Source: an optimization exercise on an open RTL-to-GDS flow (aim: a short achievable clock period and few clock cycles). Production flows keep margins and buffers that such runs may drop.
Function was checked by simulation only, so behaviour that the tests miss may differ from the original.
Power and IR drop assume default switching activity.

`flow/config.mk`:
```
export PLATFORM = sky130hd
export DESIGN_NAME = rv32i_cpu
export DESIGN_NICKNAME = rv32i_cpu
export VERILOG_FILES = /design/flow/design.v
export SDC_FILE = /design/flow/constraint.sdc
export NUM_CORES = 4
export LEC_CHECK = 0
export ABC_CLOCK_PERIOD_IN_PS = 2500
export CAP_MARGIN = 20
export CORE_MARGIN = 2
export CORE_UTILIZATION = 40
export SETUP_SLACK_MARGIN = 5
export SLEW_MARGIN = 20
```
`flow/constraint.sdc`:
```
create_clock -name core_clock -period 8.0 [get_ports {clk}]
set_input_delay 1.6000 -clock core_clock [delete_from_list [all_inputs] [get_ports {clk}]]
set_output_delay 1.6000 -clock core_clock [all_outputs]
set_load 0.01 [all_outputs]
```
`flow/design.v`:
```
`timescale 1ns / 1ps
module rv32i_cpu (
    input  wire        clk,
    input  wire        reset,
    output wire [31:0] imem_addr,
    input  wire [31:0] imem_rdata,
    output wire [31:0] dmem_addr,
    output wire [31:0] dmem_wdata,
    output wire        dmem_we,
    output wire [3:0]  dmem_be,
    input  wire [31:0] dmem_rdata
);
    reg  [29:0] pc;             
    reg         f_valid;
    reg  [29:0] f_pc;
    reg  [31:0] f_ins;
    reg         f_r, f_i, f_ld, f_st, f_br, f_jal, f_jalr, f_lui, f_auipc;
    reg         f_use1, f_use2, f_brs2, f_wr, f_bpred;
    reg         e_wr, e_ld, e_st;                  
    reg         e_beq;                             
    reg         e_blt;                             
    reg         e_jalr;                            
    reg  [3:0]  e_rd;
    reg  [31:0] e_a, e_b, e_bx, e_sd, e_pass;      
    reg         r_sum, r_xor, r_or, r_and, r_sll, r_sr, r_slt, r_sltu, r_pass;
    reg         e_sub, e_sra;
    reg  [2:0]  e_f3;
    reg         e_pred;                            
    reg  [29:0] e_alt;                             
    reg         m_wr, m_we, m_mis;                 
    reg         m_ld, m_jalr;
    reg  [3:0]  m_rd;
    reg  [31:0] m_res;
    reg  [31:0] m_addr;
    reg  [29:0] m_alt;
    reg  [2:0]  m_f3;
    reg  [3:0]  m_be;
    reg  [31:0] m_wdata;
    reg         w_wr;
    reg  [3:0]  w_rd;
    reg  [31:0] w_val;
    reg  [31:0] rf [0:15];
    reg  [15:0] rfv;
    wire        stall;
    wire        id_redirect;
    wire [29:0] id_target;
    wire        ex_redirect;
    wire [29:0] ex_target;
    wire        mem_redirect = m_mis;
    wire [29:0] mem_target   = m_jalr ? m_addr[31:2] : m_alt;
    wire [31:0] fi = imem_rdata;
    wire fi_br  = (fi[6:0] == 7'b1100011);
    wire [7:0]  blo  = {fi[29:25], fi[11:9]};
    wire [8:0]  bsum = {1'b0, pc[7:0]} + {1'b0, blo};
    wire take_b = fi_br & fi[31] & fi[30] & fi[7] & bsum[8];
    wire [29:0] pc_inc   = pc + 30'd1;
    wire [29:0] t_b      = {pc[29:8], bsum[7:0]};
    wire        use_pred = ~mem_redirect & ~ex_redirect & ~id_redirect & ~stall;
    wire [29:0] pc_other = mem_redirect ? mem_target :
                           ex_redirect  ? ex_target  :
                           id_redirect  ? id_target  : pc;
    wire [29:0] pc_next  = ({30{use_pred &  take_b}} & t_b) |
                           ({30{use_pred & ~take_b}} & pc_inc) |
                           ({30{~use_pred}} & pc_other);
    assign imem_addr = {pc, 2'b00};
    always @(posedge clk or posedge reset) begin
        if (reset)
            pc <= 30'd0;
        else
            pc <= pc_next;
    end
    always @(posedge clk or posedge reset) begin
        if (reset)
            f_valid <= 1'b0;
        else if (mem_redirect | ex_redirect | id_redirect)
            f_valid <= 1'b0;
        else if (!stall)
            f_valid <= 1'b1;
    end
    wire fd_r     = (fi[6:0] == 7'b0110011);
    wire fd_i     = (fi[6:0] == 7'b0010011);
    wire fd_ld    = (fi[6:0] == 7'b0000011);
    wire fd_st    = (fi[6:0] == 7'b0100011);
    wire fd_jal   = (fi[6:0] == 7'b1101111);
    wire fd_jalr  = (fi[6:0] == 7'b1100111);
    wire fd_lui   = (fi[6:0] == 7'b0110111);
    wire fd_auipc = (fi[6:0] == 7'b0010111);
    always @(posedge clk) begin
        if (!stall) begin
            f_pc     <= pc;
            f_ins    <= fi;
            f_r      <= fd_r;
            f_i      <= fd_i;
            f_ld     <= fd_ld;
            f_st     <= fd_st;
            f_br     <= fi_br;
            f_jal    <= fd_jal;
            f_jalr   <= fd_jalr;
            f_lui    <= fd_lui;
            f_auipc  <= fd_auipc;
            f_use1   <= fd_r | fd_i | fd_ld | fd_st | fi_br | fd_jalr;
            f_use2   <= fd_r | fd_st | fi_br;
            f_brs2   <= fd_r | fi_br;
            f_wr     <= (fd_r | fd_i | fd_ld | fd_jal | fd_jalr | fd_lui | fd_auipc) &
                        (fi[10:7] != 4'd0);
            f_bpred  <= take_b;
        end
    end
    wire [2:0] f3  = f_ins[14:12];
    wire [3:0] rd  = f_ins[10:7];
    wire [3:0] rs1 = f_ins[18:15];
    wire [3:0] rs2 = f_ins[23:20];
    wire [31:0] imm_i  = {{20{f_ins[31]}}, f_ins[31:20]};
    wire [31:0] imm_s  = {{20{f_ins[31]}}, f_ins[31:25], f_ins[11:7]};
    wire [29:0] imm_bw = {{20{f_ins[31]}}, f_ins[7], f_ins[30:25], f_ins[11:9]};
    wire [29:0] imm_jw = {{12{f_ins[31]}}, f_ins[19:12], f_ins[20], f_ins[30:22]};
    wire [29:0] pc_p1  = f_pc + 30'd1;
    wire [19:0] pc_up  = f_pc[29:10] + f_ins[31:12];
    wire [31:0] d_pass = f_lui   ? {f_ins[31:12], 12'b0} :
                         f_auipc ? {pc_up, f_pc[9:0], 2'b00} : {pc_p1, 2'b00};
    wire [29:0] alt_b  = f_pc + imm_bw;
    wire [29:0] d_alt  = f_bpred ? pc_p1 : alt_b;
    assign id_redirect = f_valid & f_jal & ~mem_redirect & ~ex_redirect;
    assign id_target   = f_pc + imm_jw;
    reg  [31:0] ld_val;
    wire [31:0] mem_val = m_ld ? ld_val : m_res;
    wire [31:0] rf1 = (rs1 != 4'd0 && rfv[rs1]) ? rf[rs1] : 32'd0;
    wire [31:0] rf2 = (rs2 != 4'd0 && rfv[rs2]) ? rf[rs2] : 32'd0;
    wire a_mem = m_wr & (m_rd == rs1);
    wire a_wb  = w_wr & (w_rd == rs1);
    wire b_mem = m_wr & (m_rd == rs2);
    wire b_wb  = w_wr & (w_rd == rs2);
    wire [31:0] d_v1 = a_mem ? mem_val : (a_wb ? w_val : rf1);
    wire [31:0] d_v2 = b_mem ? mem_val : (b_wb ? w_val : rf2);
    wire [31:0] d_b   = f_brs2 ? d_v2 : (f_st ? imm_s : imm_i);
    wire        d_sub = (f_r & f_ins[30] & f3 == 3'b000) |
                        ((f_r | f_i) & f3[2:1] == 2'b01) | f_br;
    wire a_ex = e_wr & (e_rd == rs1);
    wire b_ex = e_wr & (e_rd == rs2) & f_brs2;
    wire d_ex = e_wr & (e_rd == rs2);
    assign stall = f_valid & e_ld & ((f_use1 & (e_rd == rs1)) | (f_use2 & (e_rd == rs2)));
    wire kill = mem_redirect | ex_redirect | stall | ~f_valid;
    always @(posedge clk or posedge reset) begin
        if (reset) begin
            e_wr   <= 1'b0;
            e_ld   <= 1'b0;
            e_st   <= 1'b0;
            e_beq  <= 1'b0;
            e_blt  <= 1'b0;
            e_jalr <= 1'b0;
        end else begin
            e_wr   <= f_wr & ~kill;
            e_ld   <= f_ld & f_wr & ~kill;
            e_st   <= f_st & ~kill;
            e_beq  <= f_br & ~f3[2] & ~kill;
            e_blt  <= f_br & f3[2] & ~kill;
            e_jalr <= f_jalr & ~kill;
        end
    end
    wire [31:0] sum;
    wire [31:0] res_o;                             
    wire a_s  = a_ex & r_sum;
    wire a_o  = a_ex & ~r_sum;
    wire b_s  = b_ex & r_sum;
    wire b_o  = b_ex & ~r_sum;
    wire d_s  = d_ex & r_sum;
    wire d_o  = d_ex & ~r_sum;
    always @(posedge clk) begin
        e_rd   <= rd;
        e_a    <= ({32{a_s}} & sum) | ({32{a_o}} & res_o) | ({32{~a_ex}} & d_v1);
        e_b    <= ({32{b_s}} & sum) | ({32{b_o}} & res_o) | ({32{~b_ex}} & d_b);
        e_bx   <= ({32{b_s & ~d_sub}} & sum) | ({32{b_s & d_sub}} & ~sum) |
                  ({32{b_o}} & (res_o ^ {32{d_sub}})) |
                  ({32{~b_ex}} & (d_b ^ {32{d_sub}}));
        e_sd   <= ({32{d_s}} & sum) | ({32{d_o}} & res_o) | ({32{~d_ex}} & d_v2);
        e_pass <= d_pass;
        r_sum  <= ((f_r | f_i) & f3 == 3'b000) | f_ld | f_st;
        r_sll  <= (f_r | f_i) & f3 == 3'b001;
        r_slt  <= (f_r | f_i) & f3 == 3'b010;
        r_sltu <= (f_r | f_i) & f3 == 3'b011;
        r_xor  <= (f_r | f_i) & f3 == 3'b100;
        r_sr   <= (f_r | f_i) & f3 == 3'b101;
        r_or   <= (f_r | f_i) & f3 == 3'b110;
        r_and  <= (f_r | f_i) & f3 == 3'b111;
        r_pass <= f_jal | f_jalr | f_lui | f_auipc;
        e_sub  <= d_sub;
        e_sra  <= f_ins[30];
        e_f3   <= f3;
        e_pred <= f_bpred;
        e_alt  <= d_alt;
    end
    wire [31:0] A  = e_a;
    wire [31:0] B  = e_b;
    wire [31:0] SD = e_sd;
    wire [32:0] ad  = {1'b0, A} + {1'b0, e_bx} + {32'd0, e_sub};
    assign sum = ad[31:0];
    wire ltu = ~ad[32];
    wire lt  = (A[31] ^ B[31]) ? A[31] : ad[31];
    wire eq  = (A == B);
    wire [4:0]  sh   = B[4:0];
    wire [31:0] sll  = A << sh;
    wire [32:0] sra_in = {e_sra & A[31], A};
    wire [32:0] sr33 = $signed(sra_in) >>> sh;
    wire [31:0] sr   = sr33[31:0];
    assign res_o = ({32{r_xor}}  & (A ^ B))
                 | ({32{r_or}}   & (A | B))
                 | ({32{r_and}}  & (A & B))
                 | ({32{r_sll}}  & sll)
                 | ({32{r_sr}}   & sr)
                 | ({32{r_slt}}  & {31'd0, lt})
                 | ({32{r_sltu}} & {31'd0, ltu})
                 | ({32{r_pass}} & e_pass);
    wire beq_taken = eq ^ e_f3[0];
    assign ex_redirect = e_beq & (beq_taken ^ e_pred);
    assign ex_target   = e_alt;
    wire blt_taken = (e_f3[1] ? ltu : lt) ^ e_f3[0];
    wire ex_mis    = e_jalr | (e_blt & (blt_taken ^ e_pred));
    reg [3:0]  st_be;
    reg [31:0] st_data;
    always @(*) begin
        case (e_f3[1:0])
            2'b00: begin
                st_data = {4{SD[7:0]}};
                st_be   = 4'b0001 << sum[1:0];
            end
            2'b01: begin
                st_data = {2{SD[15:0]}};
                st_be   = sum[1] ? 4'b1100 : 4'b0011;
            end
            default: begin
                st_data = SD;
                st_be   = 4'b1111;
            end
        endcase
    end
    always @(posedge clk or posedge reset) begin
        if (reset) begin
            m_wr  <= 1'b0;
            m_we  <= 1'b0;
            m_mis <= 1'b0;
        end else begin
            m_wr  <= e_wr & ~mem_redirect;
            m_we  <= e_st & ~mem_redirect;
            m_mis <= ex_mis & ~mem_redirect;
        end
    end
    always @(posedge clk) begin
        m_ld    <= e_ld;
        m_jalr  <= e_jalr;
        m_rd    <= e_rd;
        m_res   <= r_sum ? sum : res_o;
        m_addr  <= sum;
        m_alt   <= e_alt;
        m_f3    <= e_f3;
        m_be    <= st_be;
        m_wdata <= st_data;
    end
    assign dmem_addr  = m_addr;
    assign dmem_wdata = m_wdata;
    assign dmem_we    = m_we;
    assign dmem_be    = m_be;
    always @(*) begin
        case (m_f3[1:0])
            2'b00: begin
                case (m_addr[1:0])
                    2'b00: ld_val = {{24{~m_f3[2] & dmem_rdata[7]}},  dmem_rdata[7:0]};
                    2'b01: ld_val = {{24{~m_f3[2] & dmem_rdata[15]}}, dmem_rdata[15:8]};
                    2'b10: ld_val = {{24{~m_f3[2] & dmem_rdata[23]}}, dmem_rdata[23:16]};
                    default: ld_val = {{24{~m_f3[2] & dmem_rdata[31]}}, dmem_rdata[31:24]};
                endcase
            end
            2'b01: begin
                if (m_addr[1])
                    ld_val = {{16{~m_f3[2] & dmem_rdata[31]}}, dmem_rdata[31:16]};
                else
                    ld_val = {{16{~m_f3[2] & dmem_rdata[15]}}, dmem_rdata[15:0]};
            end
            default: ld_val = dmem_rdata;
        endcase
    end
    always @(posedge clk or posedge reset) begin
        if (reset)
            w_wr <= 1'b0;
        else
            w_wr <= m_wr;
    end
    always @(posedge clk) begin
        w_rd  <= m_rd;
        w_val <= mem_val;
    end
    always @(posedge clk or posedge reset) begin
        if (reset)
            rfv <= 16'd0;
        else if (w_wr)
            rfv[w_rd] <= 1'b1;
    end
    always @(posedge clk) begin
        if (w_wr)
            rf[w_rd] <= w_val;
    end
endmodule
```
`flow/run.sh`:
```
#!/bin/bash
# synth_recipe.tcl (not shown) runs the flow's synth.tcl, then flattens the netlist and writes it again
# the make line also repeats each setting of config.mk as NAME=value (left out here)
make -C /OpenROAD-flow-scripts/flow DESIGN_CONFIG=/design/flow/config.mk WORK_HOME=/design/flow/orfs CLKGATE_MAP_FILE= SYNTH_SCRIPT=/design/flow/synth_recipe.tcl finish
```
==> results.json, run 1 <==
{
  "synth_xor_xnor_area_share_pct": 3.34,
  "setup-violations-final": 0,
  "nets": 5087,
  "num_rows": 135,
  "cts_buffer_depth": 3,
  "arrival_ns": 4.03,
  "holdWs_ns": 0.346,
  "via_per_inst": 6.35,
  "p_per_area_nw_per_um2": 235,
  "drt_wl_total_mm": 218,
  "yosysSeqAreaShare_pct": 48.9,
  "skew_ns": 0.0712,
  "dp_cells": 6168,
  "synth_fa_ha_area_share_pct": 3.96,
  "dieArea_um2": 139000,
  "finalHoldViolations": 0,
  "syn_area_um2": 54500,
  "gp_congestion": 0.984,
  "syn2layout_area_growth_pct": 26.3,
  "hold_path.class": "reg -> reg",
  "synth_seq_cells": 1027,
  "dp.final_hpwl_mm": 138,
  "p_int_mw": 11.0,
  "sw_frac_of_total_pct": 31.9,
  "syn_inst": 4435,
  "status": "no timing/DRC/antenna violations",
  "yosysWarnings": 1,
  "clock_latency_ns": 0.79,
  "power_frac_seq_pct": 40.9,
  "drtIter0Drc": 5007,
  "core_um2": 135000,
  "worst_pin_slew_ns": 1.13,
  "port_buffers": 164,
  "ys_types": 96,
  "criticalPathCategory": "in -> reg",
  "avgSynthCellArea_um2": 12.3,
  "fin_crit_sh_pct": 43.0,
  "grt_overflow": 0,
  "end_kind": "register",
  "synth_mux_area_share_pct": 19.6,
  "leakage_nw": 25.5,
  "synth_edf_count": 581,
  "root_buffer": "clkbuf_16",
  "vias": 42800,
  "start_kind": "input port",
  "cts_hold_buf": 0,
  "drv_slew": 0,
  "start_util_pct": 40.3,
  "grt_max_degree": 66,
  "synth_top_family_by_area": "multiplexers",
  "grt_pass1_vias": 41200,
  "switching_power_mw": 5.16,
  "maxCapViolCount": 0,
  "fin_total_pwr_mw": 16.1,
  "firstDrtPassIters": 7,
  "ios": 167,
  "power_frac_comb_pct": 25.5,
  "finalNonFillerCells": 6732,
  "synthSimpleGateAreaFrac_pct": 8.13,
  "cts_buffers": 109,
  "totalNegativeSetupSlack_ns": 0,
  "worstPathRequired_ns": 8.59,
  "cp_max_fo": 8,
  "async_flop_share_pct": 5.45,
  "wl_per_cell_um": 32.3,
  "period_needed_ns": 3.44,
  "cts_tree": "built",
  "die_x_um": 373,
  "slew_headroom_pct": 24.6,
  "clk_pin_slew_worst_paths_ns": 0.06,
  "drcViolationCount": 0,
  "ir_worst_vdd_v": 0.000289,
  "placed_cell_area_um2": 58300,
  "grt_pass1_wl_mm": 305,
  "grt_usage_pct": 30.1,
  "synthFlopType": "edfxtp_1",
  "cts_sinks": 1027,
  "pwr-share-clk_pct": 33.7,
  "design_area_um2": 68800,
  "synth-compound-area-share_pct": 12.4,
  "die_h_um": 373,
  "timing.fmax_mhz": 291,
  "antenna_found_initial": 5,
  "ant_nets": 0,
  "drive_above_1_share_pct": 33.5,
  "rsz0062_at_grt": "true",
  "h-tree-depth": 3
}
[through the flow]
step           util (%)  setup WS [ns]
2_1_floorplan         -           4.06
3_3_place_gp       43.1           2.95
3_5_place_dp       43.1           2.89
4_1_cts            49.1           4.55
5_1_grt            50.9           4.52
6_report           50.9           4.56
[worst max-delay path, cell delays in order]
cell      delay (ns)
buf_8           0.10
mux4_2          0.47
nor4b_4         0.15
buf_6           0.17
nor3b_4         0.18
buf_6           0.17
nor2_4          0.04
o211ai_1        0.56
o41ai_4         0.21
o21a_1          0.24
xnor2_1         0.13
[registers in the layout, summed over array words and instances, names as in the netlist, 32 cells and up, named ones only]
name / flops
w_val: 32
m_wdata: 32
e_bx: 32
m_addr: 32
m_res: 32
e_a: 32
rf: 512
e_sd: 32
e_b: 32
[path summary, 6_finish.rpt]
check | from | to | slack, ns | depth (start not counted)
max | dmem_rdata[31] | e_bx[27] | 4.56 | 11
min | e_alt[11] | m_alt[11] | 0.35 | 0
max reg2reg | e_bx[0] | e_bx[10] | 4.56 | 14
min reg2reg | e_alt[11] | m_alt[11] | 0.35 | 0
max in group asynchronous | reset | m_mis | 5.86 | 3
min in group asynchronous | reset | rfv[4] | 1.38 | 3
[logic make-up (layout without fill, tap and decap cells)]
kind of cell               after synthesis  in the layout
DFF                                   1027           1027
AOI/OAI and AO/OA                     1023           1024
and+or+nand+nor                        933            935
muxes                                  580            580
buffers and inverters                  496           1005
xor gates and xnor gates               206            206
adders and majority gates              169            169
other                                    1              5
[power groups by stage]
stage | clock network [mW] | logic [mW] | registers [mW]
after detailed placement | 0 | 3.16 | 6.79
after global placement | 0 | 3.17 | 6.80
final | 5.43 | 4.11 | 6.60
after global routing | 5.67 | 4.35 | 6.62
after floorplan | 0 | 2.12 | 6.46
after CTS | 5.48 | 3.72 | 6.60
[cells in the final DEF (no fill, tap or decap), types with 71 or more instances in the layout]
cell type / n
o211ai_1: 88
clkbuf_16: 119
buf_4: 286
buf_6: 75
nand3_1: 71
edfxtp_1: 581
nor2_1: 210
dfxtp_1: 316
a21oi_1: 232
mux4_2: 382
mux2i_1: 116
inv_1: 176
o21ai_0: 117
nand2_1: 279
ha_1: 128
xnor2_1: 120
[area by class of cell]
cell class,instances,area (um^2)
Fill cell,11600,66500
Multi-Input combinational cell,2916,28900
Sequential cell,1027,26900
Timing Repair Buffer,604,6130
Clock buffer,137,2990
Tap cell,1781,2230
Clock inverter,70,845
Inverter,194,787
Antenna cell,3,7.51
[synthesized netlist by cell type, drive strengths merged (19+ instances only)]
master    n  area share (%)
nor3     66            0.61
ha      163             3.7
nand4    26            0.30
xor2     74             1.2
a211oi   34            0.47
and3     26            0.30
o21bai   26            0.36
a31oi    27            0.31
o21ai   217             2.0
o221ai   19            0.31
clkbuf  211             1.5
a21oi   273             2.5
and2     32            0.37
xnor2   132             2.1
inv     191             1.3
mux2     68             1.4
nor2b    34            0.39
o22ai    24            0.28
nand2   293             2.0
o211ai   88             1.2
o21a     33            0.45
mux2i   129             2.4
or3      23            0.26
dfxtp   390              14
a221o    31            0.57
nor2    246             1.7
a221oi   31            0.51
nand3    79            0.73
nor4     20            0.23
dfrtp    56             2.6
a21o     64            0.88
edfxtp  581              32
mux4    383              16
nand2b   20            0.23
buf      91            0.82
nor3b    36            0.51
[metal layers]
layer	vias up	share of wire, %	track usage [%]	wire, um
li1	17900	-	-	-
met2	2551	46	47.5	99900
met4	2	5.6	13.6	12200
met1	21700	38	39.5	82900
met5	-	0.0073	0	16
met3	558	10	6.95	22700
[timing repair]
item	in CTS	in global routing
gates resized for setup	888	301
setup buffers	215	114
pin swaps	103	145
setup endpoints to repair	412	200
gates cloned	18	7
endpoints found under the hold margin	0	0
Testbench counts, summed over its fixed seeds: cycles 59,877.
==> run 2: changes to the inputs <==
--- a/flow/design.v
+++ b/flow/design.v
@@ -26,13 +26,16 @@
     reg         e_sub, e_sra;
     reg  [2:0]  e_f3;
     reg         e_pred;                            
+    reg         e_d_m;                             
+    reg  [31:0] e_sa;                              
+    reg  [4:0]  e_sh;                              
     reg  [29:0] e_alt;                             
     reg         m_wr, m_we, m_mis;                 
     reg         m_ld, m_jalr;
     reg  [3:0]  m_rd;
     reg  [31:0] m_res;
-    reg  [31:0] m_addr;
     reg  [29:0] m_alt;
+    reg  [29:0] m_tgt;                             
     reg  [2:0]  m_f3;
     reg  [3:0]  m_be;
     reg  [31:0] m_wdata;
@@ -47,7 +50,7 @@
     wire        ex_redirect;
     wire [29:0] ex_target;
     wire        mem_redirect = m_mis;
-    wire [29:0] mem_target   = m_jalr ? m_addr[31:2] : m_alt;
+    wire [29:0] mem_target   = m_jalr ? m_tgt : m_alt;
     wire [31:0] fi = imem_rdata;
     wire fi_br  = (fi[6:0] == 7'b1100011);
     wire [7:0]  blo  = {fi[29:25], fi[11:9]};
@@ -135,6 +138,7 @@
     wire [31:0] d_b   = f_brs2 ? d_v2 : (f_st ? imm_s : imm_i);
     wire        d_sub = (f_r & f_ins[30] & f3 == 3'b000) |
                         ((f_r | f_i) & f3[2:1] == 2'b01) | f_br;
+    wire d_shift = (f_r | f_i) & (f3[1:0] == 2'b01);
     wire a_ex = e_wr & (e_rd == rs1);
     wire b_ex = e_wr & (e_rd == rs2) & f_brs2;
     wire d_ex = e_wr & (e_rd == rs2);
@@ -163,8 +167,6 @@
     wire a_o  = a_ex & ~r_sum;
     wire b_s  = b_ex & r_sum;
     wire b_o  = b_ex & ~r_sum;
-    wire d_s  = d_ex & r_sum;
-    wire d_o  = d_ex & ~r_sum;
     always @(posedge clk) begin
         e_rd   <= rd;
         e_a    <= ({32{a_s}} & sum) | ({32{a_o}} & res_o) | ({32{~a_ex}} & d_v1);
@@ -172,7 +174,12 @@
         e_bx   <= ({32{b_s & ~d_sub}} & sum) | ({32{b_s & d_sub}} & ~sum) |
                   ({32{b_o}} & (res_o ^ {32{d_sub}})) |
                   ({32{~b_ex}} & (d_b ^ {32{d_sub}}));
-        e_sd   <= ({32{d_s}} & sum) | ({32{d_o}} & res_o) | ({32{~d_ex}} & d_v2);
+        e_sd   <= d_v2;
+        if (d_shift) begin
+            e_sa <= ({32{a_s}} & sum) | ({32{a_o}} & res_o) | ({32{~a_ex}} & d_v1);
+            e_sh <= ({5{b_s}} & sum[4:0]) | ({5{b_o}} & res_o[4:0]) | ({5{~b_ex}} & d_b[4:0]);
+        end
+        e_d_m  <= d_ex;
         e_pass <= d_pass;
         r_sum  <= ((f_r | f_i) & f3 == 3'b000) | f_ld | f_st;
         r_sll  <= (f_r | f_i) & f3 == 3'b001;
@@ -191,15 +198,15 @@
     end
     wire [31:0] A  = e_a;
     wire [31:0] B  = e_b;
-    wire [31:0] SD = e_sd;
+    wire [31:0] SD = e_d_m ? m_res : e_sd;      
     wire [32:0] ad  = {1'b0, A} + {1'b0, e_bx} + {32'd0, e_sub};
     assign sum = ad[31:0];
     wire ltu = ~ad[32];
     wire lt  = (A[31] ^ B[31]) ? A[31] : ad[31];
     wire eq  = (A == B);
-    wire [4:0]  sh   = B[4:0];
-    wire [31:0] sll  = A << sh;
-    wire [32:0] sra_in = {e_sra & A[31], A};
+    wire [4:0]  sh   = e_sh;
+    wire [31:0] sll  = e_sa << sh;
+    wire [32:0] sra_in = {e_sra & e_sa[31], e_sa};
     wire [32:0] sr33 = $signed(sra_in) >>> sh;
     wire [31:0] sr   = sr33[31:0];
     assign res_o = ({32{r_xor}}  & (A ^ B))
@@ -249,20 +256,20 @@
         m_jalr  <= e_jalr;
         m_rd    <= e_rd;
         m_res   <= r_sum ? sum : res_o;
-        m_addr  <= sum;
         m_alt   <= e_alt;
+        m_tgt   <= sum[31:2];
         m_f3    <= e_f3;
         m_be    <= st_be;
         m_wdata <= st_data;
     end
-    assign dmem_addr  = m_addr;
+    assign dmem_addr  = m_res;
     assign dmem_wdata = m_wdata;
     assign dmem_we    = m_we;
     assign dmem_be    = m_be;
     always @(*) begin
         case (m_f3[1:0])
             2'b00: begin
-                case (m_addr[1:0])
+                case (m_res[1:0])
                     2'b00: ld_val = {{24{~m_f3[2] & dmem_rdata[7]}},  dmem_rdata[7:0]};
                     2'b01: ld_val = {{24{~m_f3[2] & dmem_rdata[15]}}, dmem_rdata[15:8]};
                     2'b10: ld_val = {{24{~m_f3[2] & dmem_rdata[23]}}, dmem_rdata[23:16]};
@@ -270,7 +277,7 @@
                 endcase
             end
             2'b01: begin
-                if (m_addr[1])
+                if (m_res[1])
                     ld_val = {{16{~m_f3[2] & dmem_rdata[31]}}, dmem_rdata[31:16]};
                 else
                     ld_val = {{16{~m_f3[2] & dmem_rdata[15]}}, dmem_rdata[15:0]};
==> run 2 against run 1 <==
  * Power grew 2.9%
  * Still clean
  * Die area grew 2.4%
  * Maximum frequency shrank 3.9%
  * Cell area grew 2.2%
  * First-iteration DRC count grew 13%
  * Register-to-register slack gained 0.10 ns
  * Non-clock buffer count grew 8
  * Largest power group unchanged
==> results.json, run 2 <==
{
  "die_x_um": 378,
  "hold_path.class": "reg -> reg",
  "async_flop_share_pct": 5.27,
  "timing.fmax_mhz": 279,
  "wl_per_cell_um": 31.3,
  "end_kind": "register",
  "grt_pass1_wl_mm": 302,
  "final_cell_mix": "618 x edfxtp_1, 390 x mux4_2, 311 x dfxtp_1, 306 x buf_4, 266 x nor2_1",
  "grt_pass1_vias": 41400,
  "crit_path_top_delay_cell": "and4b_2",
  "gp_congestion": 1.02,
  "synthFlopType": "edfxtp_1",
  "clock_latency_ns": 0.77,
  "grt_use_met3_pct": 5.62,
  "yosysWarnings": 1,
  "cts_buffer_depth": 3,
  "num_rows": 137,
  "cts_buffers": 114,
  "slew_headroom_pct": 26.1,
  "avgSynthCellArea_um2": 12.4,
  "ir_worst_vdd_v": 0.000159,
  "fill_cells": 12000,
  "grt_max_degree": 65,
  "dp.final_hpwl_mm": 141,
  "crit_family": "compound AO/OA/AOI/OAI gates",
  "firstDrtPassIters": 6,
  "synth_seq_cells": 1063,
  "syn_inst": 4487,
  "period_needed_ns": 3.58,
  "leakage_nw": 25.9,
  "yosysSeqAreaShare_pct": 49.7,
  "cts_sinks": 1063,
  "finalCoreUtilization_pct": 50.6,
  "syn2layout_area_growth_pct": 25.9,
  "placed_cell_area_um2": 59500,
  "synth.area.top_cells": "edfxtp_1 33%, mux4_2 16%, dfxtp_1 14%, ha_1 3.6%, a21oi_1 2.8%",
  "setup-violations-final": 0,
  "design_area_um2": 70300,
  "synth.largest_area_cell": "edfxtp_1",
  "worst_pin_slew_ns": 1.10,
  "synthTopCellsByCount": "618 x edfxtp_1, 389 x dfxtp_1, 388 x mux4_2, 311 x a21oi_1, 303 x nor2_1",
  "drv_slew": 0,
  "cts_hold_buf": 0,
  "cts_tree": "built",
  "port_buffers": 164,
  "start_util_pct": 40.2,
  "grt_usage_pct": 29.5,
  "start_kind": "input port",
  "cp_max_fo": 4,
  "via_per_inst": 6.21,
  "syn_area_um2": 55800,
  "crit_chain": "buf_8, ha_4, fa_2, a21o_1, a21oi_2, nor2b_2, o31ai_2, a21o_2, and4b_2, nand3_2, xor2_1, a221o_1, a21oi_1",
  "h-tree-depth": 3,
  "fin_crit_sh_pct": 44.8,
  "drive_above_1_share_pct": 34.8,
  "clk_pin_slew_worst_paths_ns": 0.06,
  "max_stage_delay_ns": 0.36,
  "status": "no timing/DRC/antenna violations",
  "rsz0062_at_grt": "true",
  "largest_reg_flops": 512,
  "root_buffer": "clkbuf_16",
  "grt_overflow": 0,
  "synth_edf_count": 618,
  "arrival_ns": 4.27,
  "ys_types": 97,
  "dp_cells": 6309,
  "synth.most_common_cell": "edfxtp_1",
  "finalHoldViolations": 0,
  "final_common_cell": "edfxtp_1",
  "cp_num_buf_inv": 1,
  "worstPathRequired_ns": 8.69,
  "finalNonFillerCells": 6896,
  "ios": 167,
  "drtIter0Drc": 5640,
  "skew_ns": 0.0948,
  "use_met1_pct": 39.3,
  "p_per_area_nw_per_um2": 236,
  "busiest_layer": "met2",
  "core_um2": 139000,
  "drt_wl_total_mm": 216,
  "totalNegativeSetupSlack_ns": 0,
  "maxCapViolCount": 0,
  "vias": 42800,
  "grtUsageMet2_pct": 46.3,
  "die_h_um": 378,
  "largest-register": "rf",
  "antenna_found_initial": 14,
  "drcViolationCount": 0,
  "ant_nets": 0,
  "synth_top_cell_area_share_pct": 33.2,
  "nets": 5152,
  "criticalPathCategory": "in -> reg",
  "dieArea_um2": 143000
}
## run 2: cell families (layout without fill, tap and decap cells)
logic type | count (synthesis) | count (layout) | share of synthesized area, %
AND/OR/NAND/NOR | 948 | 948 | 7.92
other | 1 | 7 | 0.00672
multiplexers | 584 | 584 | 19.4
flip-flops | 1063 | 1063 | 49.7
AO/OA/AOI/OAI | 1031 | 1032 | 12.2
buffers and inverters | 482 | 1008 | 3.68
XOR/XNOR | 210 | 210 | 3.29
adder cells (fa/ha/maj) | 168 | 168 | 3.85
## run 2: per-layer routing
layer,wire length (um),share of wire [%],vias up
met5,12,0.0056,-
met4,12400,5.8,2
met3,21400,9.9,512
met2,99200,46,2482
met1,82600,38,21700
li1,-,-,18200
## run 2: layout make-up
class | count | area [um^2] | area share (%)
inverter | 181 | 716 | 1.02
multi-input combinational | 2944 | 29300 | 41.7
timing repair buffer | 612 | 6160 | 8.76
timing repair inverter | 2 | 12.5 | 0.0178
sequential | 1063 | 28000 | 39.8
clock buffer | 158 | 3180 | 4.53
clock inverter | 55 | 567 | 0.806
tap | 1876 | 2350 | 3.34
antenna | 5 | 12.5 | 0.0178
## run 2: power by group
| group | internal [mW] | total [mW] | switching, mW | leakage (nW) |
|---|---|---|---|---|
| Sequential | 6.33 | 6.82 | 0.484 | 9.72 |
| Clock | 2.96 | 5.29 | 2.33 | 1.83 |
| Combinational | 2.00 | 4.50 | 2.49 | 14.4 |
| Total | 11.3 | 16.6 | 5.30 | 25.9 |
## run 2: what timing repair did
action,in CTS,in global routing
setup buffers,245,93
gates resized for setup,962,276
gates cloned,26,4
pin swaps,159,177
setup endpoints to repair,431,178
## run 2: per-stage QoR
step | worst slack [ns] | hold slack [ns] | total power, mW
6_report | 4.42 | 0.305 | 16.6
5_1_grt | 4.35 | 0.326 | 17.2
3_3_place_gp | 2.98 | 0.312 | 10.4
4_1_cts | 4.53 | 0.314 | 16.2
3_5_place_dp | 2.92 | 0.320 | 10.4
2_1_floorplan | 4.11 | 0.310 | 9.05
## run 2: path summary, 6_finish.rpt
check	startpoint	to	slack [ns]	depth (start not counted)
max	imem_rdata[9]	pc[29]	4.42	13
min	e_alt[3]	m_alt[3]	0.30	0
max reg2reg	e_sub	e_sa[25]	4.66	16
min reg2reg	e_alt[3]	m_alt[3]	0.30	0
max in group asynchronous	reset	m_mis	5.93	3
min in group asynchronous	reset	pc[0]	1.41	3
Testbench counts of run 2, summed over its fixed seeds: cycles 59,877.
==> run 3: changes to the inputs <==
--- a/flow/design.v
+++ b/flow/design.v
@@ -10,7 +10,8 @@
     output wire [3:0]  dmem_be,
     input  wire [31:0] dmem_rdata
 );
-    reg  [29:0] pc;             
+    reg  [29:0] pa, pt;
+    wire [29:0] pc = pa | pt;
     reg         f_valid;
     reg  [29:0] f_pc;
     reg  [31:0] f_ins;
@@ -26,6 +27,8 @@
     reg         e_sub, e_sra;
     reg  [2:0]  e_f3;
     reg         e_pred;                            
+    reg         e_addi;                            
+    reg  [31:0] e_nimm;                            
     reg         e_d_m;                             
     reg  [31:0] e_sa;                              
     reg  [4:0]  e_sh;                              
@@ -58,19 +61,21 @@
     wire take_b = fi_br & fi[31] & fi[30] & fi[7] & bsum[8];
     wire [29:0] pc_inc   = pc + 30'd1;
     wire [29:0] t_b      = {pc[29:8], bsum[7:0]};
-    wire        use_pred = ~mem_redirect & ~ex_redirect & ~id_redirect & ~stall;
-    wire [29:0] pc_other = mem_redirect ? mem_target :
-                           ex_redirect  ? ex_target  :
-                           id_redirect  ? id_target  : pc;
-    wire [29:0] pc_next  = ({30{use_pred &  take_b}} & t_b) |
-                           ({30{use_pred & ~take_b}} & pc_inc) |
-                           ({30{~use_pred}} & pc_other);
+    wire        redirect = mem_redirect | ex_redirect | id_redirect;
+    wire [29:0] r_target = mem_redirect ? mem_target :
+                           ex_redirect  ? ex_target  : id_target;
     assign imem_addr = {pc, 2'b00};
     always @(posedge clk or posedge reset) begin
-        if (reset)
-            pc <= 30'd0;
-        else
-            pc <= pc_next;
+        if (reset) begin
+            pa <= 30'd0;
+            pt <= 30'd0;
+        end else if (redirect) begin
+            pa <= r_target;
+            pt <= 30'd0;
+        end else if (!stall) begin
+            pa <= take_b ? 30'd0 : pc_inc;
+            pt <= take_b ? t_b : 30'd0;
+        end
     end
     always @(posedge clk or posedge reset) begin
         if (reset)
@@ -122,9 +127,18 @@
     wire [31:0] d_pass = f_lui   ? {f_ins[31:12], 12'b0} :
                          f_auipc ? {pc_up, f_pc[9:0], 2'b00} : {pc_p1, 2'b00};
     wire [29:0] alt_b  = f_pc + imm_bw;
-    wire [29:0] d_alt  = f_bpred ? pc_p1 : alt_b;
-    assign id_redirect = f_valid & f_jal & ~mem_redirect & ~ex_redirect;
-    assign id_target   = f_pc + imm_jw;
+    wire j_fuse = f_jalr & e_wr & (e_rd == rs1) & r_pass;
+    wire [31:0] j_sum = e_pass + imm_i;
+    wire z_fuse = f_br & ~f3[2] & (rs2 == 4'd0) & e_wr & (e_rd == rs1) & e_addi;
+    wire z_zero = (e_a == e_nimm);
+    wire z_taken = z_zero ^ f3[0];
+    wire z_mis  = z_fuse & (z_taken ^ f_bpred);
+    assign id_redirect = f_valid & (f_jal | j_fuse | z_mis) & ~mem_redirect & ~ex_redirect;
+    assign id_target   = f_jal  ? (f_pc + imm_jw) :
+                         j_fuse ? j_sum[31:2] :
+                         z_taken ? alt_b : pc_p1;
+    wire d_pred = z_fuse ? z_taken : f_bpred;
+    wire [29:0] d_alt  = d_pred ? pc_p1 : alt_b;
     reg  [31:0] ld_val;
     wire [31:0] mem_val = m_ld ? ld_val : m_res;
     wire [31:0] rf1 = (rs1 != 4'd0 && rfv[rs1]) ? rf[rs1] : 32'd0;
@@ -158,7 +172,7 @@
             e_st   <= f_st & ~kill;
             e_beq  <= f_br & ~f3[2] & ~kill;
             e_blt  <= f_br & f3[2] & ~kill;
-            e_jalr <= f_jalr & ~kill;
+            e_jalr <= f_jalr & ~j_fuse & ~kill;
         end
     end
     wire [31:0] sum;
@@ -193,8 +207,10 @@
         e_sub  <= d_sub;
         e_sra  <= f_ins[30];
         e_f3   <= f3;
-        e_pred <= f_bpred;
+        e_pred <= d_pred;
         e_alt  <= d_alt;
+        e_addi <= f_i & (f3 == 3'b000);
+        e_nimm <= 32'd0 - imm_i;
     end
     wire [31:0] A  = e_a;
     wire [31:0] B  = e_b;
==> run 3 against run 2 <==
  * Critical path depth is the same
  * Count of clock-buffer cells in the layout shrank 1
  * Sequential power is 5.3% higher
  * Die area is 7.9% higher
  * Routed wire length up 15%
  * Non-clock buffer count grew 262
  * Power increased by 18%
  * Setup slack improved by 0.039 ns
  * Utilization is 2.8 points higher
  * Register-to-register slack worse by 0.20 ns
  * Largest cell class unchanged
  * Highest routed layer unchanged
==> results.json, run 3 <==
{
  "fill_cells": 12400,
  "drcViolationCount": 0,
  "ios": 167,
  "holdWs_ns": 0.339,
  "crit_chain": "ha_4, fa_2, a211o_1, a2111oi_4, buf_4, nor3_2, or2_4, a221o_1, a21o_1, xnor2_2, o21ai_1, a22oi_1, o311ai_1",
  "finalNonFillerCells": 7961,
  "async_flop_share_pct": 7.85,
  "synth_top_cell_area_share_pct": 30.8,
  "final_common_cell": "edfxtp_1",
  "fin_crit_sh_pct": 44.3,
  "nets": 6105,
  "die_h_um": 392,
  "via_per_inst": 6.28,
  "num_rows": 142,
  "grt_use_met3_pct": 6.31,
  "synthTopCellsByCount": "618 x edfxtp_1, 405 x nor2_1, 403 x dfxtp_1, 380 x nand2_1, 378 x mux4_2",
  "hold_depth": 0,
  "cts_buffer_depth": 3,
  "synth_edf_count": 618,
  "p_per_area_nw_per_um2": 245,
  "clock_latency_ns": 0.82,
  "ant_nets": 0,
  "max_stage_delay_ns": 0.49,
  "largest-register": "rf",
  "yosysWarnings": 1,
  "drive_above_1_share_pct": 38.3,
  "dp.final_hpwl_mm": 157,
  "drt_wl_total_mm": 248,
  "finalHoldViolations": 0,
  "leakage_nw": 30.2,
  "totalNegativeSetupSlack_ns": 0,
  "busiest_layer": "met2",
  "gp_congestion": 0.994,
  "synth.most_common_cell": "edfxtp_1",
  "avgSynthCellArea_um2": 11.6,
  "ys_types": 99,
  "use_met1_pct": 41.3,
  "worst_slack_ns": 4.46,
  "cts_tree": "built",
  "yosysSeqAreaShare_pct": 47.8,
  "setup-violations-final": 0,
  "arrival_ns": 4.22,
  "synth.largest_area_cell": "edfxtp_1",
  "antenna_found_initial": 17,
  "reg2reg_depth": 13,
  "maxCapViolCount": 0,
  "crit_path_top_delay_cell": "edfxtp_1",
  "hold_path.class": "reg -> reg",
  "cts_sinks": 1108,
  "synth_seq_cells": 1108,
  "rsz0062_at_grt": "true",
  "port_buffers": 164,
  "skew_ns": 0.120,
  "period_needed_ns": 3.54,
  "preCtsSetupSlack_ns": 2.80,
  "wl_per_cell_um": 31.1,
  "cp.depth": 13,
  "design_area_um2": 79900,
  "ir_worst_vdd_v": 0.000207,
  "root_buffer": "clkbuf_16",
  "start_kind": "register",
  "syn2layout_area_growth_pct": 32.6,
  "finalCoreUtilization_pct": 53.4,
  "cp_max_fo": 4,
  "core_um2": 150000,
  "cts_hold_buf": 0,
  "final_cell_mix": "618 x edfxtp_1, 483 x buf_4, 378 x mux4_2, 344 x nor2_1, 325 x nand2_1",
  "crit_family": "compound AO/OA/AOI/OAI gates",
  "slew_headroom_pct": 29.7,
  "die_x_um": 392,
  "worstPathRequired_ns": 8.68,
  "dieArea_um2": 154000,
  "grt_pass1_wl_mm": 345,
  "start_util_pct": 40.3,
  "h-tree-depth": 3,
  "dp_cells": 7116,
  "synthFlopType": "edfxtp_1",
  "grtUsageMet2_pct": 48.4,
  "fin_total_pwr_mw": 19.5,
  "clk_pin_slew_worst_paths_ns": 0.06,
  "grt_max_degree": 65,
  "drtIter0Drc": 6422,
  "status": "no timing/DRC/antenna violations",
  "grt_overflow": 0,
  "firstDrtPassIters": 8,
  "syn_inst": 5176,
  "grt_pass1_vias": 47900,
  "placed_cell_area_um2": 64300,
  "vias": 50000,
  "drv_slew": 0,
  "cts_buffers": 118,
  "synth.area.top_cells": "edfxtp_1 31%, mux4_2 14%, dfxtp_1 13%, ha_1 4.0%, dfrtp_1 3.6%",
  "criticalPathCategory": "reg -> reg",
  "timing.fmax_mhz": 282,
  "end_kind": "register",
  "grt_usage_pct": 31.1,
  "worst_pin_slew_ns": 1.05,
  "syn_area_um2": 60300,
  "cp_num_buf_inv": 1,
  "largest_reg_flops": 512
}
## run 3: cell count changes after synthesis, moves of 18 or more
| cell | change |
|---|---|
| a211oi_1 | +33 |
| a21o_1 | +36 |
| a21oi_1 | +55 |
| a31oi_1 | +22 |
| clkbuf_1 | +42 |
| dfrtp_1 | +31 |
| ha_1 | +30 |
| nand2_1 | +101 |
| nor2_1 | +102 |
| nor3b_1 | +42 |
| o21ai_0 | +55 |
| or2_2 | +18 |
| xnor2_1 | +24 |
## run 3: where the power goes
group | internal (mW) | switching (mW)
Sequential | 6.58 | 0.604
Combinational | 3.07 | 3.50
Clock | 3.31 | 2.49
Total | 13.0 | 6.59
## run 3: routing by layer
| layer | wire, um | vias to the layer above |
|---|---|---|
| met5 | 85 | - |
| li1 | - | 21100 |
| met3 | 25500 | 675 |
| met2 | 112000 | 2979 |
| met4 | 15100 | 14 |
| met1 | 95200 | 25200 |
## run 3: repair_timing
action	in CTS	in global routing
setup endpoints to repair	500	280
pin swaps	232	261
setup buffers	412	174
gates cloned	30	4
resized for setup	1307	476
## run 3: layout make-up
cell class / instances / area, um^2 / area share [%]
Inverter: 195 / 783 / 0.980
Clock buffer: 157 / 3300 / 4.12
Tap cell: 2016 / 2520 / 3.16
Sequential cell: 1108 / 29100 / 36.4
Multi-Input combinational cell: 3541 / 34600 / 43.3
Timing Repair inverter: 2 / 18.8 / 0.0235
Timing Repair Buffer: 874 / 8820 / 11.0
Clock inverter: 65 / 821 / 1.03
Antenna cell: 3 / 7.51 / 0.00939
## run 3: cell families (layout without fill, tap and decap cells)
family / count (synthesis) / count (layout) / synth area share [%]
and+or+nand+nor: 1272 / 1277 / 9.98
DFF: 1108 / 1108 / 47.8
AOI/OAI and AO/OA: 1250 / 1250 / 13.5
other: 1 / 5 / 0.00622
buffers and inverters: 533 / 1293 / 3.56
adders and majority gates: 199 / 199 / 4.22
muxes: 573 / 573 / 17.5
xor gates and xnor gates: 240 / 240 / 3.49
## run 3: path summary, 6_finish.rpt
| path | start | slack, ns | endpoint |
|---|---|---|---|
| worst min-delay path | e_f3[2] | 0.34 | m_f3[2] |
| max in group asynchronous | reset | 5.29 | m_mis |
| min in group asynchronous | reset | 1.28 | pt[1] |
| worst min register to register | e_f3[2] | 0.34 | m_f3[2] |
| worst max register to register | f_ins[9] | 4.46 | pa[26] |
| worst max-delay path | f_ins[9] | 4.46 | pa[26] |
Testbench counts of run 3, summed over its fixed seeds: cycles 57,312.
==> run 4: changes to the inputs <==
--- a/flow/design.v
+++ b/flow/design.v
@@ -16,7 +16,7 @@
     reg  [29:0] f_pc;
     reg  [31:0] f_ins;
     reg         f_r, f_i, f_ld, f_st, f_br, f_jal, f_jalr, f_lui, f_auipc;
-    reg         f_use1, f_use2, f_brs2, f_wr, f_bpred;
+    reg         f_use1, f_use2, f_brs2, f_wr, f_bpred, f_jpred;
     reg         e_wr, e_ld, e_st;                  
     reg         e_beq;                             
     reg         e_blt;                             
@@ -56,11 +56,17 @@
     wire [29:0] mem_target   = m_jalr ? m_tgt : m_alt;
     wire [31:0] fi = imem_rdata;
     wire fi_br  = (fi[6:0] == 7'b1100011);
+    wire fi_jal = (fi[6:0] == 7'b1101111);
     wire [7:0]  blo  = {fi[29:25], fi[11:9]};
     wire [8:0]  bsum = {1'b0, pc[7:0]} + {1'b0, blo};
     wire take_b = fi_br & fi[31] & fi[30] & fi[7] & bsum[8];
+    wire [7:0]  jlo  = fi[29:22];
+    wire [8:0]  jsum = {1'b0, pc[7:0]} + {1'b0, jlo};
+    wire j_short = (fi[30] == fi[31]) & (fi[20] == fi[31]) & (fi[19:12] == {8{fi[31]}});
+    wire take_j = fi_jal & j_short & (jsum[8] == fi[31]);
+    wire take   = take_b | take_j;
     wire [29:0] pc_inc   = pc + 30'd1;
-    wire [29:0] t_b      = {pc[29:8], bsum[7:0]};
+    wire [29:0] t_bj     = {pc[29:8], take_j ? jsum[7:0] : bsum[7:0]};
     wire        redirect = mem_redirect | ex_redirect | id_redirect;
     wire [29:0] r_target = mem_redirect ? mem_target :
                            ex_redirect  ? ex_target  : id_target;
@@ -73,8 +79,8 @@
             pa <= r_target;
             pt <= 30'd0;
         end else if (!stall) begin
-            pa <= take_b ? 30'd0 : pc_inc;
-            pt <= take_b ? t_b : 30'd0;
+            pa <= take ? 30'd0 : pc_inc;
+            pt <= take ? t_bj : 30'd0;
         end
     end
     always @(posedge clk or posedge reset) begin
@@ -112,6 +118,7 @@
             f_wr     <= (fd_r | fd_i | fd_ld | fd_jal | fd_jalr | fd_lui | fd_auipc) &
                         (fi[10:7] != 4'd0);
             f_bpred  <= take_b;
+            f_jpred  <= take_j;
         end
     end
     wire [2:0] f3  = f_ins[14:12];
@@ -133,8 +140,9 @@
     wire z_zero = (e_a == e_nimm);
     wire z_taken = z_zero ^ f3[0];
     wire z_mis  = z_fuse & (z_taken ^ f_bpred);
-    assign id_redirect = f_valid & (f_jal | j_fuse | z_mis) & ~mem_redirect & ~ex_redirect;
-    assign id_target   = f_jal  ? (f_pc + imm_jw) :
+    wire j_mis  = f_jal & ~f_jpred;
+    assign id_redirect = f_valid & (j_mis | j_fuse | z_mis) & ~mem_redirect & ~ex_redirect;
+    assign id_target   = j_mis  ? (f_pc + imm_jw) :
                          j_fuse ? j_sum[31:2] :
                          z_taken ? alt_b : pc_p1;
     wire d_pred = z_fuse ? z_taken : f_bpred;
==> run 4 against run 3 <==
  * Maximum frequency is 0.57% higher
  * Global-route usage is 0.40 points lower
  * Setup slack better by 0.020 ns
  * Hold slack worse by 0.0031 ns
  * Die area is 0.45% lower
  * Register-to-register slack better by 0.02 ns
  * Area after synthesis is 0.45% lower
  * Largest power group unchanged
==> results.json, run 4 <==
{
  "status": "no timing/DRC/antenna violations",
  "avgSynthCellArea_um2": 11.7,
  "synth.largest_area_cell": "edfxtp_1",
  "async_flop_share_pct": 7.84,
  "die_x_um": 391,
  "r2r_start": "e_b[24]",
  "die_h_um": 391,
  "end_kind": "register",
  "syn_inst": 5142,
  "dr_wl_met3_mm": 24.2,
  "largest_reg_flops": 512,
  "startpoint": "e_b[24]",
  "finalHoldViolations": 0,
  "max_stage_delay_ns": 0.45,
  "design_area_um2": 78500,
  "grt_overflow": 0,
  "top_layer_used": "met4",
  "synth_top_cell_area_share_pct": 31.0,
  "worstPathRequired_ns": 8.68,
  "finalCoreUtilization_pct": 52.5,
  "period_needed_ns": 3.52,
  "hold_path.class": "reg -> reg",
  "via_per_inst": 6.30,
  "syn_area_um2": 60000,
  "final_cell_mix": "619 x edfxtp_1, 431 x buf_4, 374 x mux4_2, 363 x nand2_1, 320 x dfxtp_1",
  "synth_seq_cells": 1109,
  "ant_nets": 0,
  "met2WireLength_mm": 113,
  "firstDrtPassIters": 8,
  "p_per_area_nw_per_um2": 248,
  "cts_hold_buf": 0,
  "cts_buffer_depth": 3,
  "crit_path_top_delay_cell": "or3_4",
  "setup-violations-final": 0,
  "syn2layout_area_growth_pct": 30.8,
  "drtIter0Drc": 6089,
  "fin_crit_sh_pct": 44.0,
  "ir_worst_vdd_v": 0.000215,
  "core_um2": 149000,
  "start_util_pct": 40.2,
  "cp_max_fo": 15,
  "skew_ns": 0.0811,
  "nets": 6003,
  "port_buffers": 164,
  "placed_cell_area_um2": 64200,
  "gp_congestion": 1.03,
  "antenna_found_initial": 6,
  "vias": 49500,
  "totalNegativeSetupSlack_ns": 0,
  "synth.most_common_cell": "edfxtp_1",
  "synth.area.top_cells": "edfxtp_1 31%, mux4_2 14%, dfxtp_1 13%, ha_1 4.1%, dfrtp_1 3.6%",
  "drv_slew": 0,
  "grt_pass1_vias": 47100,
  "grt_max_degree": 68,
  "arrival_ns": 4.21,
  "synthTopCellsByCount": "619 x edfxtp_1, 403 x dfxtp_1, 390 x nand2_1, 374 x mux4_2, 362 x nor2_1",
  "crit_chain": "inv_1, ha_1, nor4_2, nand4_1, nor2_4, xnor2_2, and2_4, buf_12, a211o_4, buf_6, buf_4, or3_4, o221ai_2, a21oi_1, o21ai_1",
  "ys_types": 92,
  "maxCapViolCount": 0,
  "rsz0062_at_grt": "true",
  "dp.final_hpwl_mm": 156,
  "hp-start": "e_f3[2]",
  "synth_edf_count": 619,
  "clk_pin_slew_worst_paths_ns": 0.06,
  "final_common_cell": "edfxtp_1",
  "dieArea_um2": 153000,
  "synthFlopType": "edfxtp_1",
  "h-tree-depth": 3,
  "yosysSeqAreaShare_pct": 48.0,
  "ios": 167,
  "worst_pin_slew_ns": 1.19,
  "largest-register": "rf",
  "cts_tree": "built",
  "holdWs_ns": 0.336,
  "wl_per_cell_um": 31.2,
  "drcViolationCount": 0,
  "wl_met1_mm": 91.7,
  "leakage_nw": 29.6,
  "root_buffer": "clkbuf_16",
  "drt_wl_total_mm": 245,
  "cts_sinks": 1109,
  "cts_buffers": 115,
  "timing.fmax_mhz": 284,
  "yosysWarnings": 1,
  "start_kind": "register",
  "grt_pass1_wl_mm": 340,
  "num_rows": 142,
  "clock_latency_ns": 0.80,
  "criticalPathCategory": "reg -> reg",
  "drive_above_1_share_pct": 36.3,
  "grt_usage_pct": 30.7,
  "slew_headroom_pct": 20.8
}
-- run 4: per-stage QoR --
| stage | setup WS (ns) | power, mW | cells |
|---|---|---|---|
| final | 4.48 | 19.4 | 7856 |
| after global routing | 4.39 | 20.1 | 7854 |
| after CTS | 4.56 | 18.8 | 7657 |
| after detailed placement | 2.74 | 12.1 | 7091 |
| after global placement | 2.78 | 12.1 | 7091 |
| after floorplan | 3.83 | 10.3 | 5143 |
-- run 4: worst paths after layout --
check	end	slack, ns	depth (start not counted)
worst max-delay path	pa[21]	4.48	15
worst min-delay path	m_f3[2]	0.34	0
worst max register to register	pa[21]	4.48	15
worst min register to register	m_f3[2]	0.34	0
max in group asynchronous	pa[15]	5.33	3
min in group asynchronous	e_jalr	1.25	2
-- run 4: area by class of cell --
type	instances	area, um^2
Sequential cell	1109	29100
Antenna cell	3	7.51
Inverter	234	967
Timing Repair Buffer	789	8190
Timing Repair inverter	2	38.8
Fill cell	12600	70900
Tap cell	2016	2520
Clock buffer	147	3110
Multi-Input combinational cell	3483	33700
Clock inverter	73	858
-- run 4: cell families after synthesis --
kind of cell | Yosys count | synth area share [%]
muxes | 580 | 17.6
DFF | 1109 | 48.0
AOI/OAI and AO/OA | 1257 | 13.6
buffers and inverters | 560 | 3.65
adders and majority gates | 203 | 4.33
and+or+nand+nor | 1187 | 9.16
xor gates and xnor gates | 245 | 3.58
other | 1 | 0.00625
-- run 4: critical path, delay by kind of cell, from the launching register on --
kind                       cells  cell delay, ns
and+or+nand+nor                5            1.47
AOI/OAI and AO/OA              4            0.70
buffers and inverters          4            0.48
DFF                            1            0.38
adders and majority gates      1            0.30
xor gates and xnor gates       1            0.09
-- run 4: power by group --
part | total, mW | switching, mW | leakage, nW | internal [mW]
Clock | 5.63 | 2.46 | 1.94 | 3.17
Sequential | 7.26 | 0.660 | 10.4 | 6.60
Combinational | 6.54 | 3.60 | 17.3 | 2.94
Total | 19.4 | 6.72 | 29.6 | 12.7
-- run 4: per-layer routing --
| layer | up-vias | track usage (%) |
|---|---|---|
| li1 | 20800 | - |
| met1 | 25000 | 39.9 |
| met2 | 2981 | 48.7 |
| met3 | 683 | 5.81 |
| met4 | 0 | 16.7 |
| met5 | - | 0 |
-- run 4: repair_timing --
| action | 4_1_cts | 5_1_grt |
|---|---|---|
| pin swaps | 198 | 214 |
| setup buffers | 308 | 183 |
| endpoints found under the setup margin | 502 | 310 |
| cloned | 38 | 13 |
| endpoints found under the hold margin | 0 | 0 |
| resized for setup | 1150 | 429 |
Testbench counts of run 4, summed over its fixed seeds: cycles 56,829.
==> run 5: changes to the inputs <==
--- a/flow/design.v
+++ b/flow/design.v
@@ -27,6 +27,7 @@
     reg         e_sub, e_sra;
     reg  [2:0]  e_f3;
     reg         e_pred;                            
+    reg         e_k;                               
     reg         e_addi;                            
     reg  [31:0] e_nimm;                            
     reg         e_d_m;                             
@@ -49,6 +50,7 @@
     reg  [15:0] rfv;
     wire        stall;
     wire        id_redirect;
+    wire        id_redir0;                         
     wire [29:0] id_target;
     wire        ex_redirect;
     wire [29:0] ex_target;
@@ -67,29 +69,29 @@
     wire take   = take_b | take_j;
     wire [29:0] pc_inc   = pc + 30'd1;
     wire [29:0] t_bj     = {pc[29:8], take_j ? jsum[7:0] : bsum[7:0]};
-    wire        redirect = mem_redirect | ex_redirect | id_redirect;
-    wire [29:0] r_target = mem_redirect ? mem_target :
-                           ex_redirect  ? ex_target  : id_target;
+    wire        ex_go   = ex_redirect & ~mem_redirect;
+    wire [29:0] pa_rest = mem_redirect ? mem_target :
+                          id_redir0    ? id_target  :
+                          stall        ? pa         :
+                          take         ? 30'd0      : pc_inc;
+    wire [29:0] pt_rest = (mem_redirect | id_redir0) ? 30'd0 :
+                          stall        ? pt         :
+                          take         ? t_bj       : 30'd0;
     assign imem_addr = {pc, 2'b00};
     always @(posedge clk or posedge reset) begin
         if (reset) begin
             pa <= 30'd0;
             pt <= 30'd0;
-        end else if (redirect) begin
-            pa <= r_target;
-            pt <= 30'd0;
-        end else if (!stall) begin
-            pa <= take ? 30'd0 : pc_inc;
-            pt <= take ? t_bj : 30'd0;
+        end else begin
+            pa <= ex_go ? ex_target : pa_rest;
+            pt <= ex_go ? 30'd0     : pt_rest;
         end
     end
     always @(posedge clk or posedge reset) begin
         if (reset)
             f_valid <= 1'b0;
-        else if (mem_redirect | ex_redirect | id_redirect)
-            f_valid <= 1'b0;
-        else if (!stall)
-            f_valid <= 1'b1;
+        else
+            f_valid <= ~ex_go & ~mem_redirect & ~id_redir0 & (f_valid | ~stall);
     end
     wire fd_r     = (fi[6:0] == 7'b0110011);
     wire fd_i     = (fi[6:0] == 7'b0010011);
@@ -141,7 +143,8 @@
     wire z_taken = z_zero ^ f3[0];
     wire z_mis  = z_fuse & (z_taken ^ f_bpred);
     wire j_mis  = f_jal & ~f_jpred;
-    assign id_redirect = f_valid & (j_mis | j_fuse | z_mis) & ~mem_redirect & ~ex_redirect;
+    assign id_redir0   = f_valid & (j_mis | j_fuse | z_mis) & ~mem_redirect;
+    assign id_redirect = id_redir0 & ~ex_redirect;
     assign id_target   = j_mis  ? (f_pc + imm_jw) :
                          j_fuse ? j_sum[31:2] :
                          z_taken ? alt_b : pc_p1;
@@ -216,6 +219,7 @@
         e_sra  <= f_ins[30];
         e_f3   <= f3;
         e_pred <= d_pred;
+        e_k    <= f3[0] ^ d_pred;
         e_alt  <= d_alt;
         e_addi <= f_i & (f3 == 3'b000);
         e_nimm <= 32'd0 - imm_i;
@@ -241,8 +245,7 @@
                  | ({32{r_slt}}  & {31'd0, lt})
                  | ({32{r_sltu}} & {31'd0, ltu})
                  | ({32{r_pass}} & e_pass);
-    wire beq_taken = eq ^ e_f3[0];
-    assign ex_redirect = e_beq & (beq_taken ^ e_pred);
+    assign ex_redirect = e_beq & (eq ^ e_k);
     assign ex_target   = e_alt;
     wire blt_taken = (e_f3[1] ? ltu : lt) ^ e_f3[0];
     wire ex_mis    = e_jalr | (e_blt & (blt_taken ^ e_pred));
==> run 5 against run 4 <==
  * Cell count rose by 2.4%
  * Critical endpoint is now pa[26]
  * Via count up 3.6%
  * Largest power group unchanged
  * Register-to-register slack improved by 0.12 ns
==> results.json, run 5 <==
{
  "firstDrtPassIters": 9,
  "vias": 51300,
  "totalNegativeSetupSlack_ns": 0,
  "worst_pin_slew_ns": 1.07,
  "synth_seq_cells": 1110,
  "clock_latency_ns": 0.84,
  "start_util_pct": 40.3,
  "dp.final_hpwl_mm": 163,
  "skew_ns": 0.111,
  "cts_hold_buf": 0,
  "synth.largest_area_cell": "edfxtp_1",
  "max_stage_delay_ns": 0.46,
  "gp_congestion": 1.03,
  "clk_pin_slew_worst_paths_ns": 0.07,
  "cts_sinks": 1110,
  "yosysSeqAreaShare_pct": 47.1,
  "start_kind": "register",
  "worstPathRequired_ns": 8.68,
  "sw_frac_of_total_pct": 34.6,
  "grt_pass1_wl_mm": 353,
  "fin_crit_sh_pct": 42.6,
  "slew_headroom_pct": 28.1,
  "die_x_um": 395,
  "ant_nets": 0,
  "drt_wl_total_mm": 256,
  "yosysWarnings": 1,
  "grt_usage_pct": 31.2,
  "power_frac_seq_pct": 37.3,
  "drv_slew": 0,
  "largest-register": "rf",
  "async_flop_share_pct": 7.84,
  "r2r_start": "f_ins[31]",
  "via_per_inst": 6.37,
  "largest_reg_flops": 512,
  "synth.area.top_cells": "edfxtp_1 30%, mux4_2 14%, dfxtp_1 13%, ha_1 4.0%, dfrtp_1 3.6%",
  "ios": 167,
  "placed_cell_area_um2": 65600,
  "hold_path.class": "reg -> reg",
  "dieArea_um2": 156000,
  "cp_num_buf_inv": 1,
  "crit_top_cell": "a221o_1",
  "p_int_mw": 12.6,
  "setup-violations-final": 0,
  "power_frac_comb_pct": 33.0,
  "design_area_um2": 81900,
  "pwr-share-clk_pct": 29.7,
  "syn_area_um2": 61200,
  "final_common_cell": "edfxtp_1",
  "p_per_area_nw_per_um2": 236,
  "root_buffer": "clkbuf_16",
  "h-tree-depth": 3,
  "ys_types": 96,
  "timing.fmax_mhz": 293,
  "criticalPathCategory": "reg -> reg",
  "avgSynthCellArea_um2": 11.7,
  "drtIter0Drc": 6472,
  "switching_power_mw": 6.67,
  "num_rows": 143,
  "crit_family": "compound AO/OA/AOI/OAI gates",
  "grt_overflow": 0,
  "cp_max_fo": 11,
  "synth_top_cell_area_share_pct": 30.3,
  "synthTopCellsByCount": "619 x edfxtp_1, 406 x nor2_1, 404 x dfxtp_1, 391 x mux4_2, 351 x nand2_1",
  "wl_per_cell_um": 31.8,
  "syn2layout_area_growth_pct": 33.7,
  "synthFlopType": "edfxtp_1",
  "port_buffers": 164,
  "cts_buffer_depth": 3,
  "rsz0062_at_grt": "true",
  "arrival_ns": 4.08,
  "antenna_found_initial": 16,
  "grt_max_degree": 65,
  "period_needed_ns": 3.41,
  "leakage_nw": 30.8,
  "nets": 6179,
  "startpoint": "f_ins[31]",
  "ff2ff_setup_slack_ns": 4.59,
  "hp-start": "e_f3[2]",
  "core_um2": 152000,
  "cts_tree": "built",
  "synth_edf_count": 619,
  "crit_chain": "buf_12, ha_4, and3_1, a221o_1, a221oi_2, nand3_2, a221o_1, a2111oi_2, a41o_1, a2111oi_2, a221o_1",
  "ir_worst_vdd_v": 0.000215,
  "maxCapViolCount": 0,
  "die_h_um": 395,
  "status": "no timing/DRC/antenna violations",
  "crit_path_top_delay_cell": "edfxtp_1",
  "grt_pass1_vias": 48800,
  "end_kind": "register",
  "final_cell_mix": "619 x edfxtp_1, 488 x buf_4, 391 x mux4_2, 319 x nor2_1, 310 x nand2_1",
  "drcViolationCount": 0,
  "finalHoldViolations": 0,
  "syn_inst": 5250,
  "drive_above_1_share_pct": 39.9,
  "cts_buffers": 118,
  "synth.most_common_cell": "edfxtp_1"
}
==> run 5: cell count changes in the layout (fill, tap and decap cells not counted), moves of 22 or more <==
| cell | change |
|---|---|
| and3_1 | +22 |
| buf_4 | +57 |
| dfxtp_1 | -26 |
| ha_1 | -33 |
| ha_4 | +29 |
| nand2_1 | -53 |
| nor2_4 | +27 |
| o21ai_0 | -37 |
==> run 5: timing repair <==
action | in CTS | in global routing
resized for setup | 1453 | 467
setup endpoints to repair | 522 | 260
gates cloned | 35 | 11
buffers inserted | 396 | 172
pin swaps | 238 | 274
==> run 5: stage by stage <==
stage | power (mW) | cells | hold slack (ns) | setup slack, ns | utilization, %
after floorplan | 10.0 | 5251 | 0.310 | 4.18 | -
after global placement | 11.7 | 7206 | 0.315 | 2.51 | 43.1
after detailed placement | 11.8 | 7206 | 0.315 | 2.41 | 43.1
after CTS | 18.6 | 7861 | 0.332 | 4.64 | 51.3
after global routing | 19.9 | 8044 | 0.334 | 4.51 | 53.8
final | 19.3 | 8048 | 0.333 | 4.59 | 53.8
==> run 5: cell type report <==
| type | instances | area (um^2) |
|---|---|---|
| antenna | 4 | 10.0 |
| clock buffer | 154 | 3270 |
| clock inverter | 70 | 759 |
| fill | 12600 | 70200 |
| inverter | 233 | 941 |
| multi-input combinational | 3572 | 36100 |
| sequential | 1110 | 29200 |
| tap | 2030 | 2540 |
| timing repair buffer | 875 | 9120 |
==> run 5: layer usage <==
metal  vias up  wire length [um]  GRT usage (%)
met5         -               142              0
met4        20             18300           17.7
met3       804             28000           7.34
met2      3146            114000           47.7
met1     25800             95100           40.6
li1      21500                 -              -
==> run 5: cell families (layout without fill, tap and decap cells) <==
kind of cell / after synthesis / count (layout) / share of synthesized area, %
AOI/OAI and AO/OA: 1257 / 1258 / 13.6
and+or+nand+nor: 1254 / 1256 / 9.69
DFF: 1110 / 1110 / 47.1
muxes: 613 / 613 / 18.1
buffers and inverters: 572 / 1332 / 3.73
xor gates and xnor gates: 240 / 240 / 3.48
adders and majority gates: 203 / 203 / 4.25
other: 1 / 6 / 0.00612
==> run 5: path summary, 6_finish.rpt <==
path / cells past startpoint / to
min in group asynchronous: 2 / m_we
max in group asynchronous: 3 / pa[28]
setup reg to reg: 11 / pa[26]
hold reg to reg: 0 / m_f3[2]
hold / removal: 0 / m_f3[2]
setup / recovery: 11 / pa[26]
==> run 5: power groups by stage <==
stage                     logic [mW]  clock network [mW]  registers, mW
after floorplan                 3.10                   0           6.95
after global placement          4.39                   0           7.34
after detailed placement        4.41                   0           7.34
after CTS                       5.66                5.75           7.18
after global routing            6.70                5.98           7.21
final                           6.36                5.72           7.20
Testbench counts of run 5, summed over its fixed seeds: cycles 56,829.

what the ideal ports hide:
The results above use ideal ports. As a check the final layouts listed here were re-extracted and re-timed, cells and wires unchanged. Step 1, drivers: a clkbuf_16 drives clk and a buf_2 each remaining input, both assumed. Step 2 adds t to the input delays and takes it off the output delays; t is the mean of the earliest and latest rising clock arrival at the registers after step 1. Input paths then give back, and output paths get back, about the clock's delay inside the block. a / b / c = ideal / step 1 / step 2; a / b = the first two.
run | t (ns) | slack for setup (ns) | cell pins on the clock port's net
run 1 | 0.841 | 4.559 / 4.562 / 3.762 | 1
run 2 | 0.801 | 4.418 / 4.440 / 3.639 | 1
run 3 | 0.831 | 4.456 / 4.456 / 3.838 | 1
run 4 | 0.836 | 4.476 / 4.476 / 3.668 | 1
run 5 | 0.868 | 4.592 / 4.592 / 3.751 | 1
After both steps every run listed still meets setup and hold. For run 5, which loses most, drivers alone change the setup slack by 0.000 ns; drivers and shift together by -0.841 ns.
